This design comes from an exercise in tuning for small area on the open sky130 flow, not from production work. In this exercise RTL edits were held to simulation tests only and were not proved equivalent to the original. No activity file was given, so power comes from the tool's default toggle rates.

==> branch garnet: inputs <==
Design fifo, start of the top module:
module fifo (in,out,clk,rst,rd_en,wr_en,is_full,is_empty,x_dest,y_dest);
==> flow/config.mk <==
export PLATFORM = sky130hd
export DESIGN_NAME = fifo
export DESIGN_NICKNAME = fifo
export VERILOG_FILES = /design/flow/design.v
export SDC_FILE = /design/flow/constraint.sdc
export NUM_CORES = 4
export LEC_CHECK = 0
export CAP_MARGIN = 20
export CORE_MARGIN = 2
export CORE_UTILIZATION = 40
export SLEW_MARGIN = 20
==> flow/constraint.sdc <==
create_clock -name core_clock -period 8.0 [get_ports {clk}]
set_input_delay 1.6000 -clock core_clock [delete_from_list [all_inputs] [get_ports {clk}]]
set_output_delay 1.6000 -clock core_clock [all_outputs]
set_load 0.01 [all_outputs]
standard.sh (not shown) runs the stock make flow with config.mk's settings and CLKGATE_MAP_FILE= SYNTH_SCRIPT=/design/flow/synth_recipe.tcl, a recipe that flattens the netlist after the stock synthesis.
==> flow/flow/run.sh <==
#!/bin/bash
# The standard ORFS layout (standard.sh) with area-oriented changes:
#  - after floorplan, the combinational logic is re-mapped for area (restructure.tcl,
#    then aoi.tcl re-maps the 4-way AND-OR reads)
#  - before repair_design, every combinational cell takes its smallest
#    equivalent size (downsize.tcl); repair_design then fixes slew/cap
#  - ports are buffered with buf_1
#  - the clock tree uses clkbuf_4 leaf clusters and no dummy loads
# make's full output goes to standard.log; ORFS keeps each step's log under orfs/logs.
set -e
here=$(pwd)
export POST_FLOORPLAN_TCL=$here/flow/restructure.tcl
export PRE_RESIZE_TCL=$here/flow/downsize.tcl
export BUFFER_PORTS_ARGS="-buffer_cell sky130_fd_sc_hd__buf_1"
export CTS_ARGS="-sink_clustering_enable -repair_clock_nets -dont_use_dummy_load -buf_list {sky130_fd_sc_hd__clkbuf_4} -sink_clustering_size 10 -sink_clustering_max_diameter 60"
bash standard.sh CORE_UTILIZATION=60 SLEW_MARGIN=5 CAP_MARGIN=5 finish > standard.log 2>&1
==> flow/flow/aoi.tcl <==
# Re-map each 4-way AND-OR built as a22o_1 -> a221o_1 (the a22o output used only by
# the a221o's C1 input) into a222oi_1 + two nand2_1:
#   X = A1A2 | B1B2 | (C:A1A2 | C:B1B2)
#     = nand2(a222oi(A1A2, B1B2, C:A1A2), nand2(C:B1, C:B2))
proc aoi_remap {} {
  set db [ord::get_db]
  set blk [ord::get_db_block]
  set m222 [$db findMaster sky130_fd_sc_hd__a222oi_1]
  set mnd [$db findMaster sky130_fd_sc_hd__nand2_1]
  set n 0
  foreach inst [$blk getInsts] {
    if {[[$inst getMaster] getName] ne "sky130_fd_sc_hd__a221o_1"} continue
    set cnet [[$inst findITerm C1] getNet]
    if {$cnet eq "NULL"} continue
    if {[llength [$cnet getBTerms]] != 0} continue
    set its [$cnet getITerms]
    if {[llength $its] != 2} continue
    set drv ""
    foreach it $its { if {[$it isOutputSignal]} { set drv [$it getInst] } }
    if {$drv eq "" || [[$drv getMaster] getName] ne "sky130_fd_sc_hd__a22o_1"} continue
    set xnet [[$inst findITerm X] getNet]
    foreach p {A1 A2 B1 B2} { set o($p) [[$inst findITerm $p] getNet]; set d($p) [[$drv findITerm $p] getNet] }
    set nm [$inst getName]
    set y1 [odb::dbNet_create $blk "${nm}_aoi_y1"]
    set y2 [odb::dbNet_create $blk "${nm}_aoi_y2"]
    set g1 [odb::dbInst_create $blk $m222 "${nm}_aoi_g1"]
    set g2 [odb::dbInst_create $blk $mnd "${nm}_aoi_g2"]
    set g3 [odb::dbInst_create $blk $mnd "${nm}_aoi_g3"]
    odb::dbInst_destroy $inst
    odb::dbInst_destroy $drv
    odb::dbNet_destroy $cnet
    [$g1 findITerm A1] connect $o(A1); [$g1 findITerm A2] connect $o(A2)
    [$g1 findITerm B1] connect $o(B1); [$g1 findITerm B2] connect $o(B2)
    [$g1 findITerm C1] connect $d(A1); [$g1 findITerm C2] connect $d(A2)
    [$g1 findITerm Y] connect $y1
    [$g2 findITerm A] connect $d(B1); [$g2 findITerm B] connect $d(B2)
    [$g2 findITerm Y] connect $y2
    [$g3 findITerm A] connect $y1; [$g3 findITerm B] connect $y2
    [$g3 findITerm Y] connect $xnet
    incr n
  }
  puts "aoi_remap: re-mapped $n AND-OR pairs"
}
==> flow/flow/downsize.tcl <==
# Give every combinational cell its smallest equivalent; repair_design runs next.
sta::make_equiv_cells [get_libs *]
set n 0
foreach inst [get_cells *] {
  set lc [get_lib_cells -of_objects $inst]
  if {$lc eq "NULL" || $lc eq ""} continue
  set nm [get_name $lc]
  if {[string match "*df*" $nm] || [string match "*dl*" $nm]} continue
  set best $lc
  set ba [get_property $lc area]
  foreach c [sta::find_equiv_cells $lc] {
    if {$c eq "NULL" || $c eq ""} continue
    set cn [get_name $c]
    if {[lsearch -exact $::env(DONT_USE_CELLS) $cn] >= 0} continue
    if {[string match "*lpflow*" $cn] || [string match "*probe*" $cn]} continue
    set a [get_property $c area]
    if {$a < $ba} { set best $c; set ba $a }
  }
  if {$best != $lc} { replace_cell $inst $best; incr n }
}
puts "downsize: resized $n instances"
==> flow/flow/restructure.tcl <==
# Re-map the combinational logic between the registers for area (ABC via OpenROAD).
set rmp_dir $::env(OBJECTS_DIR)/rmp
file mkdir $rmp_dir
set_dont_use $::env(DONT_USE_CELLS)
restructure -target area -liberty_file [lindex $::env(LIB_FILES) 0] \
  -tielo_port sky130_fd_sc_hd__conb_1/LO -tiehi_port sky130_fd_sc_hd__conb_1/HI \
  -work_dir $rmp_dir -abc_logfile $::env(LOG_DIR)/2_1_restructure_abc.log

# The 4-way AND-OR reads of the slots: a222oi + 2 nand2 instead of a22o + a221o.
source [file join [file dirname [info script]] aoi.tcl]
aoi_remap
==> branch pepper (differences from branch garnet) <==
==> flow/flow/run.sh (replaced) <==
#!/bin/bash
# Standard ORFS layout, with the port buffers and the clock tree built from
# small cells.
set -e
export BUFFER_PORTS_ARGS="-buffer_cell sky130_fd_sc_hd__buf_1"
export CTS_ARGS="-sink_clustering_enable -repair_clock_nets -dont_use_dummy_load -buf_list {sky130_fd_sc_hd__clkbuf_4} -sink_clustering_size 10 -sink_clustering_max_diameter 60"
bash standard.sh CORE_UTILIZATION=40 finish > standard.log 2>&1
removed: flow/flow/aoi.tcl
removed: flow/flow/downsize.tcl
removed: flow/flow/restructure.tcl
==> notes <==
Of branch garnet and branch pepper, branch pepper has the higher clock skew (gap 0.020 ns). Against branch pepper, the core utilization of branch garnet is higher by 20 points. In sequential power, branch pepper and branch garnet hardly differ. Count of clock-buffer cells in the layout: branch pepper is higher than branch garnet (1). Between branch garnet and branch pepper, the lower die area is in branch garnet (gap 33%, measured against branch pepper). Synthesized cell count is the same in branch pepper and branch garnet. Sequential share of layout area: branch garnet is higher than branch pepper (2.9 points). Global-route usage: branch pepper is lower than branch garnet (7.7 points). Of branch garnet and branch pepper, branch garnet has the higher via count (gap about 12%, measured against branch pepper). Between branch garnet and branch pepper, the lower first-iteration DRC count is in branch pepper (gap 88%, measured against branch pepper).
==> figures <==
| item | branch garnet | branch pepper |
|---|---|---|
| Cell area after layout | 13500 µm² | 14100 µm² |
| Fraction of final layout cells sized beyond drive strength 1 | 3.79% | 8.87% |
| Hold Path Depth | 1 | 2 |
| Detail-routed net length per standard cell | 20.7 µm | 19.6 µm |
| Switching fraction of total power | 24.6% | 23.9% |
| Ratio of layout area to synthesized area | 1.064x | 1.110x |
| Number of buffers and inverters on the critical path | 2 | 1 |
| Placed Area | 13200 µm² | 13800 µm² |
| Maximum single-stage delay on the critical path | 0.75 ns | 0.85 ns |
| Power density of the placed cells | 223 nW/µm² | 211 nW/µm² |
| Outcome | complete, no violations | complete, no violations |
| Total of fill cells in the finished design | 1631 | 2834 |
| Combinational group power | 0.000304 W | 0.000258 W |
| Combinational group share of total power | 10.1% | 8.7% |
| Starting density of the core | 60.7% | 40.4% |
| Power in sequential cells | 0.00202 W | 0.00200 W |
| GR met1 Demand/Resource | 32.2% | 21.2% |
| End-of-flow core utilization | 64.6% | 44.9% |
| Critical path endpoint | x_dest[8] | x_dest[4] |
| Buffers excl. clock | 211 | 203 |
| Clock latency on the worst-skew pair | 0.64 ns | 0.63 ns |

[port drivers added, routing unchanged]
Ports are ideal in the flow. The routed layouts listed here were re-timed in OpenROAD. Step 1 (the two cells are an assumption about what drives the block):
set clk [get_ports {clk}]
set_driving_cell -lib_cell sky130_fd_sc_hd__clkbuf_16 $clk
set_driving_cell -lib_cell sky130_fd_sc_hd__buf_2 [delete_from_list [all_inputs] $clk]
Step 2 adds t to the input delays and takes it off the output delays; t is the mean of the earliest and latest rising clock arrival at the registers after step 1. Input paths then give back, and output paths get back, about the clock's delay inside the block. Slacks: ideal ports / drivers / drivers and shift; pairs: ideal ports / drivers.
| run | shift t [ns] | setup WS [ns] | worst setup path after step 2 |
|---|---|---|---|
| branch garnet | 0.665 | 3.686 / 3.644 / 4.308 | register to output |
| branch pepper | 0.649 | 4.090 / 4.046 / 4.695 | register to output |
After both steps every run listed still meets setup and hold.
